Context: an optimization exercise on an open-source flow, tuned for small area and a short achievable clock period. The choices shown serve that exercise and are no tape-out recipe. In this exercise RTL edits were held to simulation tests only and were not proved equivalent to the original. Power is estimated from default activity; no workload was simulated.

`design/flow/flow/run.sh`:
```
#!/bin/bash
# The standard layout, except that the input and output ports are
# buffered with sky130_fd_sc_hd__buf_2 cells (buffer_ports -buffer_cell)
# instead of the default delay-cell buffers. ORFS's own logs are kept
# under orfs/logs; make's output goes to standard.log.
set -euo pipefail
export BUFFER_PORTS_ARGS="-buffer_cell sky130_fd_sc_hd__buf_2"
bash standard.sh > standard.log 2>&1
```
`design/flow/standard.sh`:
```
#!/bin/bash
# synth_recipe.tcl (not shown) runs the flow's synth.tcl, then flattens the netlist and writes it again
# the make line also repeats each setting of config.mk as NAME=value (left out here)
make -C /OpenROAD-flow-scripts/flow DESIGN_CONFIG=/design/flow/config.mk WORK_HOME=/design/flow/orfs CLKGATE_MAP_FILE= SYNTH_SCRIPT=/design/flow/synth_recipe.tcl "${@:-finish}"
```
`design/flow/config.mk`:
```
export PLATFORM = sky130hd
export DESIGN_NAME = fpu
export DESIGN_NICKNAME = fpu
export VERILOG_FILES = /design/flow/design.v
export SDC_FILE = /design/flow/constraint.sdc
export NUM_CORES = 4
export LEC_CHECK = 0
export CAP_MARGIN = 20
export CORE_MARGIN = 2
export CORE_UTILIZATION = 40
export CTS_BUF_LIST = sky130_fd_sc_hd__clkbuf_4 sky130_fd_sc_hd__clkbuf_8
export GPL_ROUTABILITY_DRIVEN = 0
export SETUP_SLACK_MARGIN = 5
export SLEW_MARGIN = 20
export SYNTH_HIERARCHICAL = 1
export SYNTH_MINIMUM_KEEP_SIZE = 0
```
`design/flow/constraint.sdc`:
```
create_clock -name core_clock -period 8.5 [get_ports {clk}]
set_input_delay 1.7000 -clock core_clock [delete_from_list [all_inputs] [get_ports {clk}]]
set_output_delay 1.7000 -clock core_clock [all_outputs]
set_load 0.01 [all_outputs]
```
`design/flow/design.v`:
```
module fp_mul_tree (
    input  wire [14:0] fa,
    input  wire [14:0] fb,
    output wire [31:0] r0,
    output wire [31:0] r1
);
    wire [17:0] y = {2'b01, fb, 1'b0};    
    wire [7:0] neg, one, two;
    wire [6:0] nneg;
    wire [16:0] pp0, pp1, pp2, pp3, pp4, pp5, pp6, pp7;
    genvar k;
    generate for (k = 0; k < 8; k = k + 1) begin : g_enc
        assign neg[k] = y[2 * k + 2];
        assign one[k] = y[2 * k + 1] ^ y[2 * k];
        assign two[k] = (y[2 * k + 2] & ~y[2 * k + 1] & ~y[2 * k]) | (~y[2 * k + 2] & y[2 * k + 1] & y[2 * k]);
    end endgenerate
    generate for (k = 0; k < 7; k = k + 1) begin : g_nneg
        assign nneg[k] = ~neg[k];
    end endgenerate
    fp_booth_row u_row0 (.fa(fa), .one(one[0]), .two(two[0]), .neg(neg[0]), .pp(pp0));
    fp_booth_row u_row1 (.fa(fa), .one(one[1]), .two(two[1]), .neg(neg[1]), .pp(pp1));
    fp_booth_row u_row2 (.fa(fa), .one(one[2]), .two(two[2]), .neg(neg[2]), .pp(pp2));
    fp_booth_row u_row3 (.fa(fa), .one(one[3]), .two(two[3]), .neg(neg[3]), .pp(pp3));
    fp_booth_row u_row4 (.fa(fa), .one(one[4]), .two(two[4]), .neg(neg[4]), .pp(pp4));
    fp_booth_row u_row5 (.fa(fa), .one(one[5]), .two(two[5]), .neg(neg[5]), .pp(pp5));
    fp_booth_row u_row6 (.fa(fa), .one(one[6]), .two(two[6]), .neg(neg[6]), .pp(pp6));
    fp_booth_rown u_row7 (.fa(fa), .one(one[7]), .two(two[7]), .pp(pp7));    
    wire s1;
    wire c1;
    wire s2;
    wire c2;
    wire s3;
    wire c3;
    wire s4;
    wire c4;
    wire s5;
    wire c5;
    wire s6;
    wire c6;
    wire s7;
    wire c7;
    wire s8;
    wire c8;
    wire s9;
    wire c9;
    wire s10;
    wire c10;
    wire s11;
    wire c11;
    wire s12;
    wire c12;
    wire s13;
    wire c13;
    wire s14;
    wire c14;
    wire s15;
    wire c15;
    wire s16;
    wire c16;
    wire s17;
    wire c17;
    wire s18;
    wire c18;
    wire s19;
    wire c19;
    wire s20;
    wire c20;
    wire s21;
    wire c21;
    wire s22;
    wire c22;
    wire s23;
    wire c23;
    wire s24;
    wire c24;
    wire s25;
    wire c25;
    wire s26;
    wire c26;
    wire s27;
    wire c27;
    wire s28;
    wire c28;
    wire s29;
    wire c29;
    wire s30;
    wire c30;
    wire s31;
    wire c31;
    wire s32;
    wire c32;
    wire s33;
    wire c33;
    wire s34;
    wire c34;
    wire s35;
    wire c35;
    wire s36;
    wire c36;
    wire s37;
    wire c37;
    wire s38;
    wire c38;
    wire s39;
    wire c39;
    wire s40;
    wire c40;
    wire s41;
    wire c41;
    wire s42;
    wire c42;
    wire s43;
    wire c43;
    wire s44;
    wire c44;
    wire s45;
    wire c45;
    wire s46;
    wire c46;
    wire s47;
    wire c47;
    wire s48;
    wire c48;
    wire s49;
    wire c49;
    wire s50;
    wire c50;
    wire s51;
    wire c51;
    wire s52;
    wire c52;
    wire s53;
    wire c53;
    wire s54;
    wire c54;
    wire s55;
    wire c55;
    wire s56;
    wire c56;
    wire s57;
    wire c57;
    wire s58;
    wire c58;
    wire s59;
    wire c59;
    wire s60;
    wire c60;
    wire s61;
    wire c61;
    wire s62;
    wire c62;
    wire s63;
    wire c63;
    wire s64;
    wire c64;
    wire s65;
    wire c65;
    wire s66;
    wire c66;
    wire s67;
    wire c67;
    wire s68;
    wire c68;
    wire s69;
    wire c69;
    wire s70;
    wire c70;
    wire s71;
    wire c71;
    wire s72;
    wire c72;
    wire s73;
    wire c73;
    wire s74;
    wire c74;
    wire s75;
    wire c75;
    wire s76;
    wire c76;
    wire s77;
    wire c77;
    wire s78;
    wire c78;
    wire s79;
    wire c79;
    wire s80;
    wire c80;
    wire s81;
    wire c81;
    wire s82;
    wire c82;
    wire s83;
    wire c83;
    wire s84;
    wire c84;
    wire s85;
    wire c85;
    wire s86;
    wire c86;
    wire s87;
    wire c87;
    wire s88;
    wire c88;
    wire s89;
    wire c89;
    wire s90;
    wire c90;
    wire s91;
    wire c91;
    wire s92;
    wire c92;
    wire s93;
    wire c93;
    wire s94;
    wire c94;
    wire s95;
    wire c95;
    wire s96;
    wire c96;
    wire s97;
    wire c97;
    wire s98;
    wire c98;
    wire s99;
    wire c99;
    wire s100;
    wire c100;
    wire s101;
    wire c101;
    wire s102;
    wire c102;
    wire s103;
    wire c103;
    wire s104;
    wire c104;
    wire s105;
    wire c105;
    wire s106;
    wire c106;
    wire s107;
    wire c107;
    wire s108;
    wire c108;
    wire s109;
    wire c109;
    wire s110;
    wire c110;
    wire s111;
    wire c111;
    wire s112;
    wire c112;
    wire s113;
    wire c113;
    wire s114;
    wire c114;
    wire s115;
    wire c115;
    wire s116;
    wire c116;
    wire s117;
    wire c117;
    wire s118;
    wire c118;
    wire s119;
    wire c119;
    wire s120;
    wire c120;
    wire s121;
    wire c121;
    wire s122;
    wire c122;
    wire s123;
    wire c123;
    wire s124;
    wire c124;
    wire s125;
    wire c125;
    wire s126;
    wire c126;
    wire s127;
    wire c127;
    wire s128;
    wire c128;
    wire s129;
    wire c129;
    wire s130;
    wire c130;
    wire s131;
    wire c131;
    wire s132;
    wire c132;
    fp_ha u_s1 (.a(pp0[10]), .b(pp1[8]), .s(s1), .co(c1));
    fp_ha u_s2 (.a(pp0[11]), .b(pp1[9]), .s(s2), .co(c2));
    fp_fa u_s3 (.a(pp0[12]), .b(pp1[10]), .c(pp2[8]), .s(s3), .co(c3));
    fp_ha u_s4 (.a(pp3[6]), .b(pp4[4]), .s(s4), .co(c4));
    fp_fa u_s5 (.a(pp0[13]), .b(pp1[11]), .c(pp2[9]), .s(s5), .co(c5));
    fp_ha u_s6 (.a(pp3[7]), .b(pp4[5]), .s(s6), .co(c6));
    fp_fa u_s7 (.a(pp0[14]), .b(pp1[12]), .c(pp2[10]), .s(s7), .co(c7));
    fp_fa u_s8 (.a(pp3[8]), .b(pp4[6]), .c(pp5[4]), .s(s8), .co(c8));
    fp_ha u_s9 (.a(pp6[2]), .b(pp7[0]), .s(s9), .co(c9));
    fp_fa u_s10 (.a(pp0[15]), .b(pp1[13]), .c(pp2[11]), .s(s10), .co(c10));
    fp_fa u_s11 (.a(pp3[9]), .b(pp4[7]), .c(pp5[5]), .s(s11), .co(c11));
    fp_ha u_s12 (.a(pp6[3]), .b(pp7[1]), .s(s12), .co(c12));
    fp_fa u_s13 (.a(pp0[16]), .b(pp1[14]), .c(pp2[12]), .s(s13), .co(c13));
    fp_fa u_s14 (.a(pp3[10]), .b(pp4[8]), .c(pp5[6]), .s(s14), .co(c14));
    fp_fa u_s15 (.a(pp6[4]), .b(pp7[2]), .c(fa[0]), .s(s15), .co(c15));
    fp_fa u_s16 (.a(pp1[15]), .b(pp2[13]), .c(pp3[11]), .s(s16), .co(c16));
    fp_fa u_s17 (.a(pp4[9]), .b(pp5[7]), .c(pp6[5]), .s(s17), .co(c17));
    fp_fa u_s18 (.a(pp7[3]), .b(neg[0]), .c(fa[1]), .s(s18), .co(c18));
    fp_fa u_s19 (.a(pp1[16]), .b(pp2[14]), .c(pp3[12]), .s(s19), .co(c19));
    fp_fa u_s20 (.a(pp4[10]), .b(pp5[8]), .c(pp6[6]), .s(s20), .co(c20));
    fp_fa u_s21 (.a(pp7[4]), .b(neg[0]), .c(fa[2]), .s(s21), .co(c21));
    fp_fa u_s22 (.a(nneg[1]), .b(pp2[15]), .c(pp3[13]), .s(s22), .co(c22));
    fp_fa u_s23 (.a(pp4[11]), .b(pp5[9]), .c(pp6[7]), .s(s23), .co(c23));
    fp_fa u_s24 (.a(pp7[5]), .b(nneg[0]), .c(fa[3]), .s(s24), .co(c24));
    fp_fa u_s25 (.a(pp2[16]), .b(pp3[14]), .c(pp4[12]), .s(s25), .co(c25));
    fp_fa u_s26 (.a(pp5[10]), .b(pp6[8]), .c(pp7[6]), .s(s26), .co(c26));
    fp_ha u_s27 (.a(fa[4]), .b(1'b1), .s(s27), .co(c27));
    fp_fa u_s28 (.a(nneg[2]), .b(pp3[15]), .c(pp4[13]), .s(s28), .co(c28));
    fp_fa u_s29 (.a(pp5[11]), .b(pp6[9]), .c(pp7[7]), .s(s29), .co(c29));
    fp_fa u_s30 (.a(pp3[16]), .b(pp4[14]), .c(pp5[12]), .s(s30), .co(c30));
    fp_ha u_s31 (.a(pp6[10]), .b(pp7[8]), .s(s31), .co(c31));
    fp_fa u_s32 (.a(nneg[3]), .b(pp4[15]), .c(pp5[13]), .s(s32), .co(c32));
    fp_ha u_s33 (.a(pp4[16]), .b(pp5[14]), .s(s33), .co(c33));
    fp_ha u_s34 (.a(pp0[6]), .b(pp1[4]), .s(s34), .co(c34));
    fp_ha u_s35 (.a(pp0[7]), .b(pp1[5]), .s(s35), .co(c35));
    fp_fa u_s36 (.a(pp0[8]), .b(pp1[6]), .c(pp2[4]), .s(s36), .co(c36));
    fp_ha u_s37 (.a(pp3[2]), .b(pp4[0]), .s(s37), .co(c37));
    fp_fa u_s38 (.a(pp0[9]), .b(pp1[7]), .c(pp2[5]), .s(s38), .co(c38));
    fp_ha u_s39 (.a(pp3[3]), .b(pp4[1]), .s(s39), .co(c39));
    fp_fa u_s40 (.a(pp2[6]), .b(pp3[4]), .c(pp4[2]), .s(s40), .co(c40));
    fp_fa u_s41 (.a(pp5[0]), .b(neg[5]), .c(s1), .s(s41), .co(c41));
    fp_fa u_s42 (.a(pp2[7]), .b(pp3[5]), .c(pp4[3]), .s(s42), .co(c42));
    fp_fa u_s43 (.a(pp5[1]), .b(c1), .c(s2), .s(s43), .co(c43));
    fp_fa u_s44 (.a(pp5[2]), .b(pp6[0]), .c(neg[6]), .s(s44), .co(c44));
    fp_fa u_s45 (.a(c2), .b(s3), .c(s4), .s(s45), .co(c45));
    fp_fa u_s46 (.a(pp5[3]), .b(pp6[1]), .c(c3), .s(s46), .co(c46));
    fp_fa u_s47 (.a(c4), .b(s5), .c(s6), .s(s47), .co(c47));
    fp_fa1 u_s48 (.a(c5), .b(c6), .s(s48), .co(c48));
    fp_fa u_s49 (.a(s7), .b(s8), .c(s9), .s(s49), .co(c49));
    fp_fa u_s50 (.a(c7), .b(c8), .c(c9), .s(s50), .co(c50));
    fp_fa u_s51 (.a(s10), .b(s11), .c(s12), .s(s51), .co(c51));
    fp_fa u_s52 (.a(c10), .b(c11), .c(c12), .s(s52), .co(c52));
    fp_fa u_s53 (.a(s13), .b(s14), .c(s15), .s(s53), .co(c53));
    fp_fa u_s54 (.a(c13), .b(c14), .c(c15), .s(s54), .co(c54));
    fp_fa u_s55 (.a(s16), .b(s17), .c(s18), .s(s55), .co(c55));
    fp_fa u_s56 (.a(c16), .b(c17), .c(c18), .s(s56), .co(c56));
    fp_fa u_s57 (.a(s19), .b(s20), .c(s21), .s(s57), .co(c57));
    fp_fa u_s58 (.a(c19), .b(c20), .c(c21), .s(s58), .co(c58));
    fp_fa u_s59 (.a(s22), .b(s23), .c(s24), .s(s59), .co(c59));
    fp_fa u_s60 (.a(c22), .b(c23), .c(c24), .s(s60), .co(c60));
    fp_fa u_s61 (.a(s25), .b(s26), .c(s27), .s(s61), .co(c61));
    fp_fa u_s62 (.a(fa[5]), .b(c25), .c(c26), .s(s62), .co(c62));
    fp_fa u_s63 (.a(c27), .b(s28), .c(s29), .s(s63), .co(c63));
    fp_fa u_s64 (.a(fa[6]), .b(1'b1), .c(c28), .s(s64), .co(c64));
    fp_fa u_s65 (.a(c29), .b(s30), .c(s31), .s(s65), .co(c65));
    fp_fa u_s66 (.a(pp6[11]), .b(pp7[9]), .c(fa[7]), .s(s66), .co(c66));
    fp_fa u_s67 (.a(c30), .b(c31), .c(s32), .s(s67), .co(c67));
    fp_fa u_s68 (.a(pp6[12]), .b(pp7[10]), .c(fa[8]), .s(s68), .co(c68));
    fp_fa1 u_s69 (.a(c32), .b(s33), .s(s69), .co(c69));
    fp_fa u_s70 (.a(nneg[4]), .b(pp5[15]), .c(pp6[13]), .s(s70), .co(c70));
    fp_fa u_s71 (.a(pp7[11]), .b(fa[9]), .c(c33), .s(s71), .co(c71));
    fp_fa u_s72 (.a(pp5[16]), .b(pp6[14]), .c(pp7[12]), .s(s72), .co(c72));
    fp_ha u_s73 (.a(fa[10]), .b(1'b1), .s(s73), .co(c73));
    fp_fa u_s74 (.a(nneg[5]), .b(pp6[15]), .c(pp7[13]), .s(s74), .co(c74));
    fp_ha u_s75 (.a(pp6[16]), .b(pp7[14]), .s(s75), .co(c75));
    fp_ha u_s76 (.a(pp0[4]), .b(pp1[2]), .s(s76), .co(c76));
    fp_ha u_s77 (.a(pp0[5]), .b(pp1[3]), .s(s77), .co(c77));
    fp_fa u_s78 (.a(pp2[2]), .b(pp3[0]), .c(neg[3]), .s(s78), .co(c78));
    fp_fa u_s79 (.a(pp2[3]), .b(pp3[1]), .c(c34), .s(s79), .co(c79));
    fp_fa u_s80 (.a(neg[4]), .b(c35), .c(s36), .s(s80), .co(c80));
    fp_fa u_s81 (.a(c36), .b(c37), .c(s38), .s(s81), .co(c81));
    fp_fa u_s82 (.a(c38), .b(c39), .c(s40), .s(s82), .co(c82));
    fp_fa u_s83 (.a(c40), .b(s42), .c(c41), .s(s83), .co(c83));
    fp_fa u_s84 (.a(c42), .b(s44), .c(c43), .s(s84), .co(c84));
    fp_fa u_s85 (.a(c44), .b(c45), .c(s46), .s(s85), .co(c85));
    fp_fa u_s86 (.a(c46), .b(c47), .c(s48), .s(s86), .co(c86));
    fp_fa u_s87 (.a(c48), .b(c49), .c(s50), .s(s87), .co(c87));
    fp_fa u_s88 (.a(c50), .b(c51), .c(s52), .s(s88), .co(c88));
    fp_fa u_s89 (.a(c52), .b(c53), .c(s54), .s(s89), .co(c89));
    fp_fa u_s90 (.a(c54), .b(c55), .c(s56), .s(s90), .co(c90));
    fp_fa u_s91 (.a(c56), .b(c57), .c(s58), .s(s91), .co(c91));
    fp_fa u_s92 (.a(c58), .b(c59), .c(s60), .s(s92), .co(c92));
    fp_fa u_s93 (.a(c60), .b(c61), .c(s62), .s(s93), .co(c93));
    fp_fa u_s94 (.a(c62), .b(c63), .c(s64), .s(s94), .co(c94));
    fp_fa u_s95 (.a(s66), .b(c64), .c(c65), .s(s95), .co(c95));
    fp_fa u_s96 (.a(c66), .b(s68), .c(c67), .s(s96), .co(c96));
    fp_fa u_s97 (.a(c68), .b(s70), .c(c69), .s(s97), .co(c97));
    fp_fa u_s98 (.a(c70), .b(s72), .c(s73), .s(s98), .co(c98));
    fp_fa u_s99 (.a(fa[11]), .b(c72), .c(c73), .s(s99), .co(c99));
    fp_fa u_s100 (.a(fa[12]), .b(1'b1), .c(c74), .s(s100), .co(c100));
    fp_fa u_s101 (.a(nneg[6]), .b(pp7[15]), .c(fa[13]), .s(s101), .co(c101));
    fp_ha u_s102 (.a(pp7[16]), .b(fa[14]), .s(s102), .co(c102));
    fp_ha u_s103 (.a(pp0[2]), .b(pp1[0]), .s(s103), .co(c103));
    fp_ha u_s104 (.a(pp0[3]), .b(pp1[1]), .s(s104), .co(c104));
    fp_fa u_s105 (.a(pp2[0]), .b(neg[2]), .c(s76), .s(s105), .co(c105));
    fp_fa u_s106 (.a(pp2[1]), .b(c76), .c(s77), .s(s106), .co(c106));
    fp_fa u_s107 (.a(s34), .b(c77), .c(s78), .s(s107), .co(c107));
    fp_fa u_s108 (.a(s35), .b(c78), .c(s79), .s(s108), .co(c108));
    fp_fa u_s109 (.a(s37), .b(c79), .c(s80), .s(s109), .co(c109));
    fp_fa u_s110 (.a(s39), .b(c80), .c(s81), .s(s110), .co(c110));
    fp_fa u_s111 (.a(s41), .b(c81), .c(s82), .s(s111), .co(c111));
    fp_fa u_s112 (.a(s43), .b(c82), .c(s83), .s(s112), .co(c112));
    fp_fa u_s113 (.a(s45), .b(c83), .c(s84), .s(s113), .co(c113));
    fp_fa u_s114 (.a(s47), .b(c84), .c(s85), .s(s114), .co(c114));
    fp_fa u_s115 (.a(s49), .b(c85), .c(s86), .s(s115), .co(c115));
    fp_fa u_s116 (.a(s51), .b(c86), .c(s87), .s(s116), .co(c116));
    fp_fa u_s117 (.a(s53), .b(c87), .c(s88), .s(s117), .co(c117));
    fp_fa u_s118 (.a(s55), .b(c88), .c(s89), .s(s118), .co(c118));
    fp_fa u_s119 (.a(s57), .b(c89), .c(s90), .s(s119), .co(c119));
    fp_fa u_s120 (.a(s59), .b(c90), .c(s91), .s(s120), .co(c120));
    fp_fa u_s121 (.a(s61), .b(c91), .c(s92), .s(s121), .co(c121));
    fp_fa u_s122 (.a(s63), .b(c92), .c(s93), .s(s122), .co(c122));
    fp_fa u_s123 (.a(s65), .b(c93), .c(s94), .s(s123), .co(c123));
    fp_fa u_s124 (.a(s67), .b(c94), .c(s95), .s(s124), .co(c124));
    fp_fa u_s125 (.a(s69), .b(c95), .c(s96), .s(s125), .co(c125));
    fp_fa u_s126 (.a(s71), .b(c96), .c(s97), .s(s126), .co(c126));
    fp_fa u_s127 (.a(c71), .b(s98), .c(c97), .s(s127), .co(c127));
    fp_fa u_s128 (.a(s74), .b(c98), .c(s99), .s(s128), .co(c128));
    fp_fa u_s129 (.a(s75), .b(c99), .c(s100), .s(s129), .co(c129));
    fp_fa u_s130 (.a(c75), .b(s101), .c(c100), .s(s130), .co(c130));
    fp_fa1 u_s131 (.a(c101), .b(s102), .s(s131), .co(c131));
    assign s132 = ~c102;
    assign c132 = c102;
    assign r0[0] = pp0[0];
    assign r1[0] = neg[0];
    assign r0[1] = pp0[1];
    assign r1[1] = 1'b0;
    assign r0[2] = neg[1];
    assign r1[2] = s103;
    assign r0[3] = c103;
    assign r1[3] = s104;
    assign r0[4] = c104;
    assign r1[4] = s105;
    assign r0[5] = c105;
    assign r1[5] = s106;
    assign r0[6] = c106;
    assign r1[6] = s107;
    assign r0[7] = c107;
    assign r1[7] = s108;
    assign r0[8] = c108;
    assign r1[8] = s109;
    assign r0[9] = c109;
    assign r1[9] = s110;
    assign r0[10] = c110;
    assign r1[10] = s111;
    assign r0[11] = c111;
    assign r1[11] = s112;
    assign r0[12] = c112;
    assign r1[12] = s113;
    assign r0[13] = c113;
    assign r1[13] = s114;
    assign r0[14] = c114;
    assign r1[14] = s115;
    assign r0[15] = c115;
    assign r1[15] = s116;
    assign r0[16] = c116;
    assign r1[16] = s117;
    assign r0[17] = c117;
    assign r1[17] = s118;
    assign r0[18] = c118;
    assign r1[18] = s119;
    assign r0[19] = c119;
    assign r1[19] = s120;
    assign r0[20] = c120;
    assign r1[20] = s121;
    assign r0[21] = c121;
    assign r1[21] = s122;
    assign r0[22] = c122;
    assign r1[22] = s123;
    assign r0[23] = c123;
    assign r1[23] = s124;
    assign r0[24] = c124;
    assign r1[24] = s125;
    assign r0[25] = c125;
    assign r1[25] = s126;
    assign r0[26] = c126;
    assign r1[26] = s127;
    assign r0[27] = c127;
    assign r1[27] = s128;
    assign r0[28] = c128;
    assign r1[28] = s129;
    assign r0[29] = c129;
    assign r1[29] = s130;
    assign r0[30] = c130;
    assign r1[30] = s131;
    assign r0[31] = c131;
    assign r1[31] = s132;
endmodule
module fp_booth_row (input wire [14:0] fa, input wire one, input wire two, input wire neg, output wire [16:0] pp);
    genvar j;
    assign pp[0] = (one & fa[0]) ^ neg;
    generate for (j = 1; j < 15; j = j + 1) begin : g_pp
        fp_bpp u_pp (.x1(fa[j]), .x0(fa[j - 1]), .one(one), .two(two), .neg(neg), .pp(pp[j]));
    end endgenerate
    assign pp[15] = (one | (two & fa[14])) ^ neg;
    assign pp[16] = two ^ neg;
endmodule
module fp_booth_rown (input wire [14:0] fa, input wire one, input wire two, output wire [16:0] pp);
    genvar j;
    assign pp[0] = ~(one & fa[0]);
    generate for (j = 1; j < 15; j = j + 1) begin : g_pp
        fp_bppn u_pp (.x1(fa[j]), .x0(fa[j - 1]), .one(one), .two(two), .pp(pp[j]));
    end endgenerate
    assign pp[15] = ~(one | (two & fa[14]));
    assign pp[16] = ~two;
endmodule
module fp_bppn (input wire x1, input wire x0, input wire one, input wire two, output wire pp);
    assign pp = ~((one & x1) | (two & x0));
endmodule
module fp_bpp (input wire x1, input wire x0, input wire one, input wire two, input wire neg, output wire pp);
    assign pp = ((one & x1) | (two & x0)) ^ neg;
endmodule
module fp_fa (input wire a, input wire b, input wire c, output wire s, output wire co);
    assign s  = a ^ b ^ c;
    assign co = (a & b) | (a & c) | (b & c);
endmodule
module fp_fa1 (input wire a, input wire b, output wire s, output wire co);
    assign s  = ~(a ^ b);
    assign co = a | b;
endmodule
module fp_ha (input wire a, input wire b, output wire s, output wire co);
    assign s  = a ^ b;
    assign co = a & b;
endmodule
module fp_add16 (
    input  wire [15:0] x,
    input  wire [15:0] y,
    input  wire ci,
    output wire [15:0] s,
    output wire co
);
    wire [16:0] g0, p0;
    assign g0[0] = ci;
    assign p0[0] = 1'b0;
    assign g0[16:1] = x & y;
    assign p0[16:1] = x ^ y;
    wire g1;
    wire g2;
    wire p3;
    wire g4;
    wire p5;
    wire g6;
    wire p7;
    wire g8;
    wire p9;
    wire g10;
    wire p11;
    wire g12;
    wire p13;
    wire g14;
    wire p15;
    wire n16;
    wire g17;
    wire g18;
    wire n19;
    wire n20;
    wire g21;
    wire p22;
    wire g23;
    wire p24;
    wire n25;
    wire n26;
    wire g27;
    wire p28;
    wire g29;
    wire p30;
    wire n31;
    wire n32;
    wire g33;
    wire p34;
    wire g35;
    wire p36;
    wire g37;
    wire n38;
    wire g39;
    wire g40;
    wire g41;
    wire g42;
    wire p43;
    wire n44;
    wire n45;
    wire g46;
    wire p47;
    wire g48;
    wire p49;
    wire g50;
    wire p51;
    wire n52;
    wire g53;
    wire g54;
    wire g55;
    wire g56;
    wire g57;
    wire g58;
    wire g59;
    wire g60;
    wire g61;
    fp_aoi u1 (.a(g0[1]), .b(p0[1]), .c(g0[0]), .y(g1));
    fp_aoi u2 (.a(g0[3]), .b(p0[3]), .c(g0[2]), .y(g2));
    fp_nand u3 (.a(p0[3]), .b(p0[2]), .y(p3));
    fp_aoi u4 (.a(g0[5]), .b(p0[5]), .c(g0[4]), .y(g4));
    fp_nand u5 (.a(p0[5]), .b(p0[4]), .y(p5));
    fp_aoi u6 (.a(g0[7]), .b(p0[7]), .c(g0[6]), .y(g6));
    fp_nand u7 (.a(p0[7]), .b(p0[6]), .y(p7));
    fp_aoi u8 (.a(g0[9]), .b(p0[9]), .c(g0[8]), .y(g8));
    fp_nand u9 (.a(p0[9]), .b(p0[8]), .y(p9));
    fp_aoi u10 (.a(g0[11]), .b(p0[11]), .c(g0[10]), .y(g10));
    fp_nand u11 (.a(p0[11]), .b(p0[10]), .y(p11));
    fp_aoi u12 (.a(g0[13]), .b(p0[13]), .c(g0[12]), .y(g12));
    fp_nand u13 (.a(p0[13]), .b(p0[12]), .y(p13));
    fp_aoi u14 (.a(g0[15]), .b(p0[15]), .c(g0[14]), .y(g14));
    fp_nand u15 (.a(p0[15]), .b(p0[14]), .y(p15));
    assign n16 = ~g1;
    fp_aoi u17 (.a(g0[2]), .b(p0[2]), .c(n16), .y(g17));
    fp_oai u18 (.a(g2), .b(p3), .c(g1), .y(g18));
    assign n19 = ~g4;
    assign n20 = ~p5;
    fp_aoi u21 (.a(g0[6]), .b(p0[6]), .c(n19), .y(g21));
    fp_nand u22 (.a(p0[6]), .b(n20), .y(p22));
    fp_oai u23 (.a(g6), .b(p7), .c(g4), .y(g23));
    fp_nor u24 (.a(p7), .b(p5), .y(p24));
    assign n25 = ~g8;
    assign n26 = ~p9;
    fp_aoi u27 (.a(g0[10]), .b(p0[10]), .c(n25), .y(g27));
    fp_nand u28 (.a(p0[10]), .b(n26), .y(p28));
    fp_oai u29 (.a(g10), .b(p11), .c(g8), .y(g29));
    fp_nor u30 (.a(p11), .b(p9), .y(p30));
    assign n31 = ~g12;
    assign n32 = ~p13;
    fp_aoi u33 (.a(g0[14]), .b(p0[14]), .c(n31), .y(g33));
    fp_nand u34 (.a(p0[14]), .b(n32), .y(p34));
    fp_oai u35 (.a(g14), .b(p15), .c(g12), .y(g35));
    fp_nor u36 (.a(p15), .b(p13), .y(p36));
    fp_aoi u37 (.a(g0[4]), .b(p0[4]), .c(g18), .y(g37));
    assign n38 = ~g18;
    fp_oai u39 (.a(g4), .b(p5), .c(n38), .y(g39));
    fp_oai u40 (.a(g21), .b(p22), .c(n38), .y(g40));
    fp_aoi u41 (.a(g23), .b(p24), .c(g18), .y(g41));
    fp_aoi u42 (.a(g0[12]), .b(p0[12]), .c(g29), .y(g42));
    fp_nand u43 (.a(p0[12]), .b(p30), .y(p43));
    assign n44 = ~g29;
    assign n45 = ~p30;
    fp_oai u46 (.a(g12), .b(p13), .c(n44), .y(g46));
    fp_nor u47 (.a(p13), .b(n45), .y(p47));
    fp_oai u48 (.a(g33), .b(p34), .c(n44), .y(g48));
    fp_nor u49 (.a(p34), .b(n45), .y(p49));
    fp_aoi u50 (.a(g35), .b(p36), .c(g29), .y(g50));
    fp_nand u51 (.a(p36), .b(p30), .y(p51));
    assign n52 = ~g41;
    fp_aoi u53 (.a(g0[8]), .b(p0[8]), .c(n52), .y(g53));
    fp_oai u54 (.a(g8), .b(p9), .c(g41), .y(g54));
    fp_oai u55 (.a(g27), .b(p28), .c(g41), .y(g55));
    fp_aoi u56 (.a(g29), .b(p30), .c(n52), .y(g56));
    fp_oai u57 (.a(g42), .b(p43), .c(g41), .y(g57));
    fp_aoi u58 (.a(g46), .b(p47), .c(n52), .y(g58));
    fp_aoi u59 (.a(g48), .b(p49), .c(n52), .y(g59));
    fp_oai u60 (.a(g50), .b(p51), .c(g41), .y(g60));
    fp_aoi u61 (.a(g0[16]), .b(p0[16]), .c(g60), .y(g61));
    assign s[0] = p0[1] ^ g0[0];
    assign s[1] = p0[2] ^ ~g1;
    assign s[2] = p0[3] ^ ~g17;
    assign s[3] = p0[4] ^ g18;
    assign s[4] = p0[5] ^ ~g37;
    assign s[5] = p0[6] ^ g39;
    assign s[6] = p0[7] ^ g40;
    assign s[7] = p0[8] ^ ~g41;
    assign s[8] = p0[9] ^ ~g53;
    assign s[9] = p0[10] ^ g54;
    assign s[10] = p0[11] ^ g55;
    assign s[11] = p0[12] ^ ~g56;
    assign s[12] = p0[13] ^ g57;
    assign s[13] = p0[14] ^ ~g58;
    assign s[14] = p0[15] ^ ~g59;
    assign s[15] = p0[16] ^ g60;
    assign co = ~g61;
endmodule
module fp_add22 (
    input  wire [21:0] x,
    input  wire [21:0] y,
    input  wire ci,
    output wire [21:0] s,
    output wire co
);
    wire [22:0] g0, p0;
    assign g0[0] = ci;
    assign p0[0] = 1'b0;
    assign g0[22:1] = x & y;
    assign p0[22:1] = x ^ y;
    wire g1;
    wire g2;
    wire p3;
    wire g4;
    wire p5;
    wire g6;
    wire p7;
    wire g8;
    wire p9;
    wire g10;
    wire p11;
    wire g12;
    wire p13;
    wire g14;
    wire p15;
    wire g16;
    wire p17;
    wire g18;
    wire p19;
    wire g20;
    wire p21;
    wire n22;
    wire g23;
    wire g24;
    wire n25;
    wire n26;
    wire g27;
    wire p28;
    wire g29;
    wire p30;
    wire n31;
    wire n32;
    wire g33;
    wire p34;
    wire g35;
    wire p36;
    wire n37;
    wire n38;
    wire g39;
    wire p40;
    wire g41;
    wire p42;
    wire n43;
    wire n44;
    wire g45;
    wire p46;
    wire g47;
    wire p48;
    wire n49;
    wire n50;
    wire g51;
    wire p52;
    wire g53;
    wire n54;
    wire g55;
    wire g56;
    wire g57;
    wire g58;
    wire p59;
    wire n60;
    wire n61;
    wire g62;
    wire p63;
    wire g64;
    wire p65;
    wire g66;
    wire p67;
    wire g68;
    wire p69;
    wire n70;
    wire n71;
    wire g72;
    wire p73;
    wire g74;
    wire p75;
    wire n76;
    wire g77;
    wire g78;
    wire g79;
    wire g80;
    wire g81;
    wire g82;
    wire g83;
    wire g84;
    wire g85;
    wire n86;
    wire g87;
    wire g88;
    wire g89;
    wire g90;
    wire g91;
    wire g92;
    fp_aoi u1 (.a(g0[1]), .b(p0[1]), .c(g0[0]), .y(g1));
    fp_aoi u2 (.a(g0[3]), .b(p0[3]), .c(g0[2]), .y(g2));
    fp_nand u3 (.a(p0[3]), .b(p0[2]), .y(p3));
    fp_aoi u4 (.a(g0[5]), .b(p0[5]), .c(g0[4]), .y(g4));
    fp_nand u5 (.a(p0[5]), .b(p0[4]), .y(p5));
    fp_aoi u6 (.a(g0[7]), .b(p0[7]), .c(g0[6]), .y(g6));
    fp_nand u7 (.a(p0[7]), .b(p0[6]), .y(p7));
    fp_aoi u8 (.a(g0[9]), .b(p0[9]), .c(g0[8]), .y(g8));
    fp_nand u9 (.a(p0[9]), .b(p0[8]), .y(p9));
    fp_aoi u10 (.a(g0[11]), .b(p0[11]), .c(g0[10]), .y(g10));
    fp_nand u11 (.a(p0[11]), .b(p0[10]), .y(p11));
    fp_aoi u12 (.a(g0[13]), .b(p0[13]), .c(g0[12]), .y(g12));
    fp_nand u13 (.a(p0[13]), .b(p0[12]), .y(p13));
    fp_aoi u14 (.a(g0[15]), .b(p0[15]), .c(g0[14]), .y(g14));
    fp_nand u15 (.a(p0[15]), .b(p0[14]), .y(p15));
    fp_aoi u16 (.a(g0[17]), .b(p0[17]), .c(g0[16]), .y(g16));
    fp_nand u17 (.a(p0[17]), .b(p0[16]), .y(p17));
    fp_aoi u18 (.a(g0[19]), .b(p0[19]), .c(g0[18]), .y(g18));
    fp_nand u19 (.a(p0[19]), .b(p0[18]), .y(p19));
    fp_aoi u20 (.a(g0[21]), .b(p0[21]), .c(g0[20]), .y(g20));
    fp_nand u21 (.a(p0[21]), .b(p0[20]), .y(p21));
    assign n22 = ~g1;
    fp_aoi u23 (.a(g0[2]), .b(p0[2]), .c(n22), .y(g23));
    fp_oai u24 (.a(g2), .b(p3), .c(g1), .y(g24));
    assign n25 = ~g4;
    assign n26 = ~p5;
    fp_aoi u27 (.a(g0[6]), .b(p0[6]), .c(n25), .y(g27));
    fp_nand u28 (.a(p0[6]), .b(n26), .y(p28));
    fp_oai u29 (.a(g6), .b(p7), .c(g4), .y(g29));
    fp_nor u30 (.a(p7), .b(p5), .y(p30));
    assign n31 = ~g8;
    assign n32 = ~p9;
    fp_aoi u33 (.a(g0[10]), .b(p0[10]), .c(n31), .y(g33));
    fp_nand u34 (.a(p0[10]), .b(n32), .y(p34));
    fp_oai u35 (.a(g10), .b(p11), .c(g8), .y(g35));
    fp_nor u36 (.a(p11), .b(p9), .y(p36));
    assign n37 = ~g12;
    assign n38 = ~p13;
    fp_aoi u39 (.a(g0[14]), .b(p0[14]), .c(n37), .y(g39));
    fp_nand u40 (.a(p0[14]), .b(n38), .y(p40));
    fp_oai u41 (.a(g14), .b(p15), .c(g12), .y(g41));
    fp_nor u42 (.a(p15), .b(p13), .y(p42));
    assign n43 = ~g16;
    assign n44 = ~p17;
    fp_aoi u45 (.a(g0[18]), .b(p0[18]), .c(n43), .y(g45));
    fp_nand u46 (.a(p0[18]), .b(n44), .y(p46));
    fp_oai u47 (.a(g18), .b(p19), .c(g16), .y(g47));
    fp_nor u48 (.a(p19), .b(p17), .y(p48));
    assign n49 = ~g20;
    assign n50 = ~p21;
    fp_aoi u51 (.a(g0[22]), .b(p0[22]), .c(n49), .y(g51));
    fp_nand u52 (.a(p0[22]), .b(n50), .y(p52));
    fp_aoi u53 (.a(g0[4]), .b(p0[4]), .c(g24), .y(g53));
    assign n54 = ~g24;
    fp_oai u55 (.a(g4), .b(p5), .c(n54), .y(g55));
    fp_oai u56 (.a(g27), .b(p28), .c(n54), .y(g56));
    fp_aoi u57 (.a(g29), .b(p30), .c(g24), .y(g57));
    fp_aoi u58 (.a(g0[12]), .b(p0[12]), .c(g35), .y(g58));
    fp_nand u59 (.a(p0[12]), .b(p36), .y(p59));
    assign n60 = ~g35;
    assign n61 = ~p36;
    fp_oai u62 (.a(g12), .b(p13), .c(n60), .y(g62));
    fp_nor u63 (.a(p13), .b(n61), .y(p63));
    fp_oai u64 (.a(g39), .b(p40), .c(n60), .y(g64));
    fp_nor u65 (.a(p40), .b(n61), .y(p65));
    fp_aoi u66 (.a(g41), .b(p42), .c(g35), .y(g66));
    fp_nand u67 (.a(p42), .b(p36), .y(p67));
    fp_aoi u68 (.a(g0[20]), .b(p0[20]), .c(g47), .y(g68));
    fp_nand u69 (.a(p0[20]), .b(p48), .y(p69));
    assign n70 = ~g47;
    assign n71 = ~p48;
    fp_oai u72 (.a(g20), .b(p21), .c(n70), .y(g72));
    fp_nor u73 (.a(p21), .b(n71), .y(p73));
    fp_oai u74 (.a(g51), .b(p52), .c(n70), .y(g74));
    fp_nor u75 (.a(p52), .b(n71), .y(p75));
    assign n76 = ~g57;
    fp_aoi u77 (.a(g0[8]), .b(p0[8]), .c(n76), .y(g77));
    fp_oai u78 (.a(g8), .b(p9), .c(g57), .y(g78));
    fp_oai u79 (.a(g33), .b(p34), .c(g57), .y(g79));
    fp_aoi u80 (.a(g35), .b(p36), .c(n76), .y(g80));
    fp_oai u81 (.a(g58), .b(p59), .c(g57), .y(g81));
    fp_aoi u82 (.a(g62), .b(p63), .c(n76), .y(g82));
    fp_aoi u83 (.a(g64), .b(p65), .c(n76), .y(g83));
    fp_oai u84 (.a(g66), .b(p67), .c(g57), .y(g84));
    fp_aoi u85 (.a(g0[16]), .b(p0[16]), .c(g84), .y(g85));
    assign n86 = ~g84;
    fp_oai u87 (.a(g16), .b(p17), .c(n86), .y(g87));
    fp_oai u88 (.a(g45), .b(p46), .c(n86), .y(g88));
    fp_aoi u89 (.a(g47), .b(p48), .c(g84), .y(g89));
    fp_oai u90 (.a(g68), .b(p69), .c(n86), .y(g90));
    fp_aoi u91 (.a(g72), .b(p73), .c(g84), .y(g91));
    fp_aoi u92 (.a(g74), .b(p75), .c(g84), .y(g92));
    assign s[0] = p0[1] ^ g0[0];
    assign s[1] = p0[2] ^ ~g1;
    assign s[2] = p0[3] ^ ~g23;
    assign s[3] = p0[4] ^ g24;
    assign s[4] = p0[5] ^ ~g53;
    assign s[5] = p0[6] ^ g55;
    assign s[6] = p0[7] ^ g56;
    assign s[7] = p0[8] ^ ~g57;
    assign s[8] = p0[9] ^ ~g77;
    assign s[9] = p0[10] ^ g78;
    assign s[10] = p0[11] ^ g79;
    assign s[11] = p0[12] ^ ~g80;
    assign s[12] = p0[13] ^ g81;
    assign s[13] = p0[14] ^ ~g82;
    assign s[14] = p0[15] ^ ~g83;
    assign s[15] = p0[16] ^ g84;
    assign s[16] = p0[17] ^ ~g85;
    assign s[17] = p0[18] ^ g87;
    assign s[18] = p0[19] ^ g88;
    assign s[19] = p0[20] ^ ~g89;
    assign s[20] = p0[21] ^ g90;
    assign s[21] = p0[22] ^ ~g91;
    assign co = ~g92;
endmodule
module fp_cy10 (
    input  wire [9:0] x,
    input  wire [9:0] y,
    output wire co
);
    wire [10:0] g0, p0;
    assign g0[0] = 1'b0;
    assign p0[0] = 1'b0;
    assign g0[10:1] = x & y;
    assign p0[10:1] = x ^ y;
    wire g1;
    wire p2;
    wire g3;
    wire p4;
    wire g5;
    wire p6;
    wire g7;
    wire p8;
    wire g9;
    wire n10;
    wire g11;
    wire n12;
    wire n13;
    wire g14;
    wire p15;
    wire g16;
    wire p17;
    wire n18;
    wire n19;
    wire g20;
    wire p21;
    wire g22;
    wire n23;
    wire g24;
    wire g25;
    wire g26;
    wire n27;
    wire g28;
    wire g29;
    wire g30;
    fp_aoi u1 (.a(g0[3]), .b(p0[3]), .c(g0[2]), .y(g1));
    fp_nand u2 (.a(p0[3]), .b(p0[2]), .y(p2));
    fp_aoi u3 (.a(g0[5]), .b(p0[5]), .c(g0[4]), .y(g3));
    fp_nand u4 (.a(p0[5]), .b(p0[4]), .y(p4));
    fp_aoi u5 (.a(g0[7]), .b(p0[7]), .c(g0[6]), .y(g5));
    fp_nand u6 (.a(p0[7]), .b(p0[6]), .y(p6));
    fp_aoi u7 (.a(g0[9]), .b(p0[9]), .c(g0[8]), .y(g7));
    fp_nand u8 (.a(p0[9]), .b(p0[8]), .y(p8));
    fp_aoi u9 (.a(g0[2]), .b(p0[2]), .c(g0[1]), .y(g9));
    assign n10 = ~g0[1];
    fp_oai u11 (.a(g1), .b(p2), .c(n10), .y(g11));
    assign n12 = ~g3;
    assign n13 = ~p4;
    fp_aoi u14 (.a(g0[6]), .b(p0[6]), .c(n12), .y(g14));
    fp_nand u15 (.a(p0[6]), .b(n13), .y(p15));
    fp_oai u16 (.a(g5), .b(p6), .c(g3), .y(g16));
    fp_nor u17 (.a(p6), .b(p4), .y(p17));
    assign n18 = ~g7;
    assign n19 = ~p8;
    fp_aoi u20 (.a(g0[10]), .b(p0[10]), .c(n18), .y(g20));
    fp_nand u21 (.a(p0[10]), .b(n19), .y(p21));
    fp_aoi u22 (.a(g0[4]), .b(p0[4]), .c(g11), .y(g22));
    assign n23 = ~g11;
    fp_oai u24 (.a(g3), .b(p4), .c(n23), .y(g24));
    fp_oai u25 (.a(g14), .b(p15), .c(n23), .y(g25));
    fp_aoi u26 (.a(g16), .b(p17), .c(g11), .y(g26));
    assign n27 = ~g26;
    fp_aoi u28 (.a(g0[8]), .b(p0[8]), .c(n27), .y(g28));
    fp_oai u29 (.a(g7), .b(p8), .c(g26), .y(g29));
    fp_oai u30 (.a(g20), .b(p21), .c(g26), .y(g30));
    assign co = g30;
endmodule
module fp_aoi (input wire a, input wire b, input wire c, output wire y);
    assign y = ~(a | (b & c));
endmodule
module fp_oai (input wire a, input wire b, input wire c, output wire y);
    assign y = ~(a & (b | c));
endmodule
module fp_nand (input wire a, input wire b, output wire y);
    assign y = ~(a & b);
endmodule
module fp_nor (input wire a, input wire b, output wire y);
    assign y = ~(a | b);
endmodule
module fpu #(
    parameter WIDTH = 24
)(
    input   logic clk,
    input   wire logic [WIDTH - 1:0] a,
    input   wire logic [WIDTH - 1:0] b,
    input   wire logic [3:0]         opcode,
    output  logic [WIDTH - 1:0] result
);
    wire       abig  = a[22:0] > b[22:0];
    wire       egt   = a[22:15] > b[22:15];
    wire [3:0] dab   = a[18:15] - b[18:15];
    logic [23:0] a1, b1;
    logic [3:0]  op1;
    logic        abig1, abig1m;    
    logic        eff1;              
    logic [3:0]  sh1;      
    logic        ha1, hb1;  
    always_ff @(posedge clk) begin
        a1    <= a;
        b1    <= b;
        op1   <= opcode;
        abig1 <= abig;
        abig1m <= abig;
        eff1  <= a[23] ^ b[23] ^ opcode[2];
        sh1   <= egt ? dab : 4'd0 - dab;    
        ha1   <= a[22:15] != 8'd0;
        hb1   <= b[22:15] != 8'd0;
    end
    wire is_as   = (op1 == 4'b0000) || (op1 == 4'b0100);
    wire is_max  = (op1 == 4'b0001);
    wire is_min  = (op1 == 4'b0010);
    wire is_fl   = (op1 == 4'b1000);
    wire is_ce   = (op1 == 4'b1001);
    wire is_mul  = (op1 == 4'b0011);
    wire is_abs  = (op1 == 4'b0101);
    wire is_neg  = (op1 == 4'b0110);
    wire        sa = a1[23];
    wire [7:0]  ea = a1[22:15];
    wire [14:0] fa = a1[14:0];
    wire        sb = b1[23];
    wire [7:0]  eb = b1[22:15];
    wire [14:0] fb = b1[14:0];
    wire [15:0] ma     = {ha1, fa};
    wire [15:0] mb     = {hb1, fb};
    wire        sbx    = sb ^ op1[2];
    wire        effsub = eff1;
    wire [15:0] max_   = ma ^ {16{effsub}};
    wire [15:0] mbx    = mb ^ {16{effsub}};
    wire [15:0] maxm   = abig1 ? ma : mb;
    wire [15:0] minx   = abig1 ? mbx : max_;
    wire [7:0]  maxe   = abig1m ? ea : eb;
    wire [31:0] shx    = {{16{effsub}}, minx} >> sh1;
    wire        ssign  = abig1m ? sa : sbx;
    wire [16:0] sum;
    fp_add16 u_add (.x(maxm), .y(shx[15:0]), .ci(effsub), .s(sum[15:0]), .co(sum[16]));
    wire        a_gt = (sa == sb) ? (abig1m ^ sa) : sb;
    wire [23:0] mm   = (a_gt ^ is_min) ? a1 : b1;
    wire [22:0] th;
    genvar k;
    generate for (k = 0; k < 23; k = k + 1) begin : g_th
        assign th[k] = ea >= 8'(128 + k);
    end endgenerate
    wire [14:0] fmask;     
    wire [14:0] cm;        
    wire [14:0] hm;        
    generate for (k = 0; k < 15; k = k + 1) begin : g_masks
        assign fmask[k] = th[14 - k];
        assign cm[k]    = th[8 + k];
        assign hm[k]    = th[22 - k];
    end endgenerate
    wire [14:0] rf   = fa & fmask;
    wire        fhf  = |(fa & ~fmask);
    wire        frz  = ~|rf;
    wire        lt1  = ~th[0] & (ea != 8'd127);
    wire        fup  = sa & fhf;
    wire [7:0]  fl_ei = ea[7] ? {ea[7:4], ea[3:0] + 4'd1} : 8'd128;
    wire [23:0] fl_r = {sa, lt1 ? 8'd0 : (fup & frz) ? fl_ei : ea,
                        rf[14:1], rf[0] | (fup & ~frz)};
    wire        chf  = ~th[22] & |(fa & cm);
    wire [14:0] cx   = fa | ~hm;
    wire [15:0] cpa;                       
    assign cpa[0] = 1'b1;
    generate for (k = 0; k < 15; k = k + 1) begin : g_cpa
        assign cpa[k + 1] = cpa[k] & cx[k];
    end endgenerate
    wire [23:0] ce_r = ~chf ? a1 :
                       sa   ? {1'b1, ea, fa & ~cm} :
                              {1'b0, ea[7:5], ea[4:0] + {4'd0, cpa[15]}, fa ^ (hm & cpa[14:0])};
    wire [23:0] pass_r =
        (is_max | is_min) ? mm :
        is_fl  ? fl_r :
        is_ce  ? ce_r :
        is_abs ? {1'b0, a1[22:0]} :
        is_neg ? {~sa, a1[22:0]} :
        (sa ? 24'hbf8000 : 24'h3f8000);
    wire [31:0] r0, r1;
    fp_mul_tree u_tree (.fa(fa), .fb(fb), .r0(r0), .r1(r1));
    wire        lo_co;     
    fp_cy10 u_lo (.x(r0[9:0]), .y(r1[9:0]), .co(lo_co));
    wire [8:0]  sum9  = {1'b0, ea} + {1'b0, eb};
    wire [8:0]  e9    = sum9 - 9'd127;
    wire        mzero = ~ha1 || ~hb1 || (sum9 < 9'd128);
    wire        movf  = sum9 >= 9'd382;
    wire        meq   = sum9 == 9'd381;
    wire        msign = sa ^ sb;
    wire        is_pass = ~is_mul & ~is_as;
    wire [56:0] d2_mul  = {meq, movf, mzero, msign, e9[7:0], lo_co, r1[31:10], r0[31:10]};
    wire [56:0] d2_as   = {31'd0, ssign, maxe, sum};
    wire [56:0] d2_pass = {33'd0, pass_r & {24{is_pass}}};
    wire [56:0] d2_in;
    generate for (k = 0; k < 24; k = k + 1) begin : g_d2
        fp_sel u_sel (.sa(is_as), .a(d2_as[k]), .sb(is_mul), .b(d2_mul[k]), .c(d2_pass[k]), .y(d2_in[k]));
    end endgenerate
    assign d2_in[25:24] = is_mul ? d2_mul[25:24] : d2_as[25:24];
    assign d2_in[56:26] = d2_mul[56:26];
    logic        k_mul, k_as, k_sub;
    logic [56:0] d2;
    always_ff @(posedge clk) begin
        k_mul <= is_mul;
        k_as  <= is_as;
        k_sub <= effsub;
        d2    <= d2_in;
    end
    wire [16:0] m  = d2[16:0];
    wire [7:0]  me = d2[24:17];
    wire        ms = d2[25];
    logic [3:0] lz;
    always_comb begin
        lz = 4'd15;
        for (int i = 0; i < 16; i++)
            if (m[i]) lz = 4'(15 - i);
    end
    wire [15:0] nsh   = m[15:0] << lz;
    wire [23:0] add_r = m[16] ? {ms, me + 8'd1, m[15:1]} : {ms, me, m[14:0]};
    wire [23:0] sub_r = (m[15:0] == 16'd0) ? {ms, 23'd0} : {ms, me - {4'd0, lz}, nsh[14:0]};
    wire [21:0] ps;                        
    wire        ps_co;
    fp_add22 u_cpa (.x(d2[21:0]), .y(d2[43:22]), .ci(d2[44]),
                    .s(ps), .co(ps_co));
    wire [16:0] p     = ps[21:5];          
    wire [7:0]  pe0   = d2[52:45];
    wire [7:0]  pe1   = d2[52:45] + 8'd1;
    wire [7:0]  pe    = p[16] ? pe1 : pe0;
    wire [14:0] pm    = p[16] ? p[15:1] : p[14:0];
    wire        povf  = d2[55] | (d2[56] & p[16]);
    wire [23:0] mul_r = d2[54] ? 24'd0 : povf ? 24'h7f8000 : {d2[53], pe, pm};
    wire [23:0] as_r = k_sub ? sub_r : add_r;
    wire [23:0] pass3 = d2[23:0] & {24{~k_mul & ~k_as}};
    wire [23:0] res_in;
    generate for (k = 0; k < 24; k = k + 1) begin : g_res
        fp_sel u_sel (.sa(k_as), .a(as_r[k]), .sb(k_mul), .b(mul_r[k]), .c(pass3[k]), .y(res_in[k]));
    end endgenerate
    always_ff @(posedge clk) begin
        result <= res_in;
    end
endmodule
module fp_sel (input wire sa, input wire a, input wire sb, input wire b, input wire c, output wire y);
    assign y = (sa & a) | (sb & b) | c;
endmodule
```
==> reports/qor.yml, run 1 <==
hold_path:
  holdPathEnd: "d2[53]"
  hp-start: "b1[23]"
  hold_path.class: "reg -> reg"
  whs_path_depth: 1
clocking:
  clock_latency_ns: 0.51
  clock_sinks: 144
  numCtsBuffers: 17
  cts_root_buffer: "clkbuf_8"
  cts.clk_slew.worst_paths_ns: 0.09
  cts_hold_buf: 0
  cts_htree_levels: 4
  clock_path_buffers: 2
  cts_tree: "yes"
floorplanning:
  start_util: 0.4062
  core_area_mm2: 0.04432
  die_y_um: 216.1
  io_pins: 77
  dieArea_mm2: 0.04672
  row_count: 77
  die_w_um: 216.1
power:
  p_leak_nw: 8.252
  finalPower_w: 0.005657
  internal-power_w: 0.002871
  power_frac_clock: 0.102
  switchingPower_w: 0.002787
  max-vdd-ir-drop_mv: 0.1526
  p_per_area_mw_per_mm2: 269.7
  pwr-share-comb: 0.703
  p_seq_frac: 0.196
  p_sw_frac: 0.4926
synth:
  avgSynthCellArea_um2: 9.019
  synthCells: 1996
  ys_warn_count: 7
  synth_area_mm2: 0.01800
setup_path:
  path_class: "reg -> reg"
  crit_required_ns: 8.89
  r2r-end: "d2[11]"
  r2r_cells: 15
  crit_fanout: 8
  r2r-start: "sh1[0]"
  cp-start-kind: "flop"
  ff2ff_setup_slack_ns: 4.97
  cp-end-kind: "flop"
  critPathArrivalTime_ns: 3.92
detailed_routing:
  drt_first_pass_iters: 8
  drc: 0
  wirelength_um: 62710
  dr.first_iter.drc_count: 1844
  post_drt_via_cell_ratio: 6.148
  vias: 16470
  ant_nets: 0
  wl_per_cell_um: 23.41
global_routing:
  grt_pass1_wl_um: 95030
  grt_start_max_net_pins: 44
  grt_pass1_vias: 16470
  overflow: 0
  antenna_found_initial: 0
  grt_usage: 0.2609
timing:
  fmax_ghz: 0.2834
  worstMarginPinSlew_ns: 1.115
  rsz0062_at_grt: "yes"
  setup_viol: 0
  max_slew_margin: 0.2540
  worst_clock_skew_ns: 0.02079
  finalSetupTns_ns: 0
  hold_ws_ns: 0.5463
  fin_crit_sh: 0.4151
  hold_viol_final: 0
  min_period_ns: 3.528
  slew_viol_final: 0
final_layout:
  areaGrowthSynthToFinish_pct: 16.53
  drive_gt1_frac: 0.3091
  n_antenna_cell: 0
  nets: 2357
place:
  dpl.hpwl_um: 40990
  io_buffers: 76
outcome:
  status: "complete, no violations"
flow_run:
  maxCapViolations: 0
==> cell type report <==
| type | count | area, um2 |
|---|---|---|
| Clock buffer | 18 | 241.5 |
| Clock inverter | 13 | 151.4 |
| Fill cell | 4180 | 23340 |
| Inverter | 111 | 419.2 |
| Multi-Input combinational cell | 1592 | 14520 |
| Sequential cell | 144 | 3015 |
| Tap cell | 592 | 740.7 |
| Timing Repair Buffer | 209 | 1886 |
==> worst max-delay path: stages, from the launching register on <==
cell     delay [ns]
dfxtp_4        0.37
buf_12         0.13
mux4_2         0.50
xor2_1         0.17
nor2_1         0.18
a21oi_2        0.06
mux2i_1        0.24
a21oi_1        0.13
ha_1           0.37
a21oi_4        0.20
o21ai_4        0.10
a21oi_4        0.27
inv_2          0.12
a21oi_2        0.16
xnor2_1        0.08
a221o_1        0.30
==> layout by cell type, fill, tap and decap left out, types with 22 or more instances in the layout <==
cell       n
dfxtp_4   28
and2_1    26
o21ai_1   36
buf_2     76
o22ai_1   25
a21oi_1   92
nand3_1   23
xnor2_1  148
a221o_1   51
nand2_1  134
ha_1     111
fa_1      78
o21ai_0   55
buf_4     91
fa_2      33
mux2i_1   72
nor3_1    28
dfxtp_2   22
inv_1    105
a21oi_2   62
dfxtp_1   94
xor2_1    49
nor2_1   121
a22oi_2  112
mux2_2    31
==> state kept, by name, summed over array words and instances, names as in the netlist, 4 cells and up <==
name	count
result	24
b1	24
d2	57
a1	24
op1	4
sh1	4
==> how the worst max path moves through the flow <==
stage / from / to / slack, ns / cells past startpoint
after detailed placement: a1[16] / d2[16] / 4.06 / 13
after CTS: a1[16] / d2[16] / 5.00 / 13
after global routing: sh1[0] / d2[11] / 4.86 / 15
after floorplan: b1[11] / d2[11] / 4.86 / 9
final: sh1[0] / d2[11] / 4.97 / 15
after global placement: a1[16] / d2[16] / 4.17 / 13
==> metal layers <==
layer	up-vias	wire length (um)	global-route usage
li1	7334	-	-
met1	8055	26270	0.3503
met2	871	28380	0.4179
met3	210	5613	0.04632
met4	0	2451	0.09932
met5	-	0	0
==> through the flow <==
step,cell area (um2),worst slack (ns),instances,util
after detailed placement,18860,4.062,2536,0.4255
after floorplan,18430,4.864,1999,-
final,20980,4.972,2679,0.4733
after CTS,20350,5.001,2646,0.4592
after global routing,20980,4.857,2679,0.4733
after global placement,18860,4.169,2536,0.4255
==> power groups by stage <==
| stage | sequential (W) | clock, W | combinational [W] |
|---|---|---|---|
| 2_1_floorplan | 0.000998 | 0 | 0.00311 |
| 3_3_place_gp | 0.00114 | 0 | 0.00350 |
| 3_5_place_dp | 0.00114 | 0 | 0.00358 |
| 4_1_cts | 0.00110 | 0.000583 | 0.00373 |
| 5_1_grt | 0.00113 | 0.000610 | 0.00428 |
| 6_report | 0.00111 | 0.000576 | 0.00397 |
==> repair_timing <==
action | CTS | global route
resized for setup | 59 | 71
cloned | 0 | 3
setup buffers | 79 | 30
pin swaps | 18 | 26
endpoints found under the setup margin | 63 | 42
==> inputs of run 2 (changes only) <==
--- a/design/flow/config.mk
+++ b/design/flow/config.mk
@@ -9,5 +9,4 @@
 export CORE_MARGIN = 2
-export CORE_UTILIZATION = 40
+export CORE_UTILIZATION = 50
 export CTS_BUF_LIST = sky130_fd_sc_hd__clkbuf_4 sky130_fd_sc_hd__clkbuf_8
-export GPL_ROUTABILITY_DRIVEN = 0
 export SETUP_SLACK_MARGIN = 5
==> reports/qor.yml, run 2 <==
outcome:
  status: "complete, no violations"  # unchanged
setup_path:
  critPathArrivalTime_ns: 3.94  # was 3.92 ns
  ff2ff_setup_slack_ns: 4.96  # was 4.97 ns
  path_class: "reg -> reg"  # unchanged
  crit_fanout: 6  # was 8
  r2r_cells: 15  # unchanged
  cp-end-kind: "flop"  # unchanged
  crit_required_ns: 8.89  # about the same
  cp-start-kind: "flop"  # unchanged
  r2r-start: "b1[11]"  # was sh1[0]
  r2r-end: "d2[13]"  # was d2[11]
final_layout:
  areaGrowthSynthToFinish_pct: 16.60  # was 16.53%
  nets: 2372  # was 2,357
  final_common_cell: "xnor2_1"  # unchanged
  layout_common_cells: "147 x xnor2_1, 134 x nand2_1, 120 x nor2_1, 112 x a22oi_2, 111 x ha_1"  # was 148 x xnor2_1, 134 x nand2_1, 121 x nor2_1, 112 x a22oi_2, 111 x ha_1
  largest_reg_flops: 57  # unchanged
  top_register: "d2"  # unchanged
  n_fill_cell: 3151  # was 4,180
  drive_gt1_frac: 0.3176  # was 0.3091
timing:
  worstMarginPinSlew_ns: 1.020  # was 1.115 ns
  fmax_ghz: 0.2823  # was 0.2834 GHz
  slew_viol_final: 0  # unchanged
  hold_viol_final: 0  # unchanged
  worst_clock_skew_ns: 0.02373  # was 0.02079 ns
  setup_viol: 0  # unchanged
  finalSetupTns_ns: 0  # unchanged
  min_period_ns: 3.543  # was 3.528 ns
  max_slew_margin: 0.3178  # was 0.2540
  rsz0062_at_grt: "yes"  # unchanged
  fin_crit_sh: 0.4168  # was 0.4151
floorplanning:
  core_area_mm2: 0.03548  # was 0.04432 mm2
  die_w_um: 193.8  # was 216.1 um
  io_pins: 77  # unchanged
  start_util: 0.5074  # was 0.4062
  dieArea_mm2: 0.03754  # was 0.04672 mm2
  row_count: 69  # was 77
  die_y_um: 193.8  # was 216.1 um
synth:
  ys_warn_count: 7  # unchanged
  synthCells: 1996  # unchanged
  avgSynthCellArea_um2: 9.019  # unchanged
  synth_area_mm2: 0.01800  # unchanged
clocking:
  clock_path_buffers: 2  # unchanged
  clock_sinks: 144  # unchanged
  numCtsBuffers: 17  # unchanged
  cts_root_buffer: "clkbuf_8"  # unchanged
  clock_latency_ns: 0.52  # was 0.51 ns
  cts_htree_levels: 4  # unchanged
  cts_tree: "yes"  # unchanged
  cts_hold_buf: 0  # unchanged
  cts.clk_slew.worst_paths_ns: 0.09  # about the same
flow_run:
  maxCapViolations: 0  # unchanged
power:
  p_leak_nw: 8.331  # was 8.252 nW
  finalPower_w: 0.005668  # was 0.005657 W
  p_per_area_mw_per_mm2: 270.0  # was 269.7 mW/mm2
  max-vdd-ir-drop_mv: 0.1644  # was 0.1526 mV
detailed_routing:
  wl_per_cell_um: 24.89  # was 23.41 um
  dr.first_iter.drc_count: 1238  # was 1,844
  drt_first_pass_iters: 6  # was 8
  drc: 0  # unchanged
  ant_nets: 0  # unchanged
  vias: 16330  # was 16,470
  wirelength_um: 63860  # was 62,710 um
  post_drt_via_cell_ratio: 6.362  # was 6.148
global_routing:
  overflow: 0  # unchanged
  antenna_found_initial: 1  # was 0
  grt_pass1_wl_um: 96410  # was 95,030 um
  grt_start_max_net_pins: 33  # was 44
  grt_pass1_vias: 16280  # was 16,470
  grt_usage: 0.3318  # was 0.2609
hold_path:
  hold_path.class: "reg -> reg"  # unchanged
  holdPathEnd: "d2[53]"  # unchanged
  whs_path_depth: 1  # unchanged
  hp-start: "b1[23]"  # unchanged
place:
  dpl.hpwl_um: 41950  # was 40,990 um
  gp_congestion: 0.9436
  io_buffers: 76  # unchanged
run 2: layer usage:
metal  track usage  vias to the layer above  part of all wire
met5             0                        -                 0
met4        0.1422                        0             0.045
met3       0.06749                      199             0.078
met2        0.5417                      809              0.46
met1        0.4267                     7934              0.41
li1              -                     7384                 -
run 2: report_power, final:
part           switching (W)  internal [W]  leakage (nW)  total (W)
clock               0.000328      0.000225         0.197   0.000553
sequential          0.000264      0.000844          1.22    0.00111
combinational        0.00222       0.00179          6.91    0.00401
run 2: what timing repair did:
action                     CTS  global route
resized for setup           68            69
setup endpoints to repair   63            43
setup buffers               91            35
cloned                       0             1
pin swaps                   17            26
run 2: layout make-up:
type	count	area (um2)	share of cell area
clock inverters	14	141.4	0.006735
flip-flops and latches	144	3009	0.1434
clock buffers	18	247.7	0.01180
repair buffers	224	1999	0.09525
diodes	2	5.005	0.0002384
multi-input cells	1592	14590	0.6951
well taps	461	576.8	0.02748
inverters	111	420.4	0.02003
run 2: how the worst max path moves through the flow:
stage                     startpoint     end  slack, ns
after floorplan               b1[11]  d2[11]       4.86
after global placement        a1[16]  d2[15]       4.23
after detailed placement      abig1m   d2[8]       4.12
after CTS                     a1[16]  d2[15]       5.01
after global routing          sh1[0]  d2[11]       4.85
final                         b1[11]  d2[13]       4.96
run 2: critical path, stage by stage, from the launching register on:
cell     delay [ns]
dfxtp_4        0.41
buf_4          0.21
mux4_2         0.51
xnor2_2        0.16
mux2i_1        0.21
buf_4          0.14
mux2i_1        0.06
o21ai_1        0.36
ha_1           0.29
nand2_1        0.16
nor2_4         0.20
inv_1          0.08
nor2_1         0.14
a21oi_2        0.08
xnor2_1        0.12
a221o_1        0.31
run 2: through the flow:
step           hold WS, ns  cell area, um2  worst slack, ns  std cells    util
2_1_floorplan       0.3841           18430            4.864       1999       -
6_report            0.5778           20990            4.957       2566  0.5916
3_3_place_gp        0.5639           18700            4.228       2405  0.5270
3_5_place_dp        0.5476           18700            4.124       2405  0.5270
5_1_grt             0.6137           20990            4.855       2564  0.5915
4_1_cts             0.5780           20350            5.006       2528  0.5735

==> port drivers added, routing unchanged <==
The flow's constraints put no driver on any port. The routed layouts listed below were extracted and timed again, unchanged, in two steps.
Step 1 sets driving cells, clkbuf_16 on the clock port and buf_2 on the other inputs (assumed; they add their load-dependent delay and slew).
Step 2 also shifts input and output timing later by t, the mid clock arrival at the registers, as if the neighbouring blocks saw the same clock.
Slacks: no drivers / after step 1 / after step 2; pairs: no drivers / after step 1.
run | t (ns) | setup slack, ns | worst setup path after step 2 | latest minus earliest clock arrival (ns) | worst slew at a driven data input, ns
run 1 | 0.556 | 4.972 / 4.972 / 4.695 | input to register | 0.021 / 0.022 | 0.05
run 2 | 0.563 | 4.957 / 4.957 / 4.792 | input to register | 0.024 / 0.024 | 0.04
After both steps setup and hold are still met in every run listed. For run 1, which loses most, drivers alone change the setup slack by 0.000 ns; drivers and shift together by -0.277 ns.
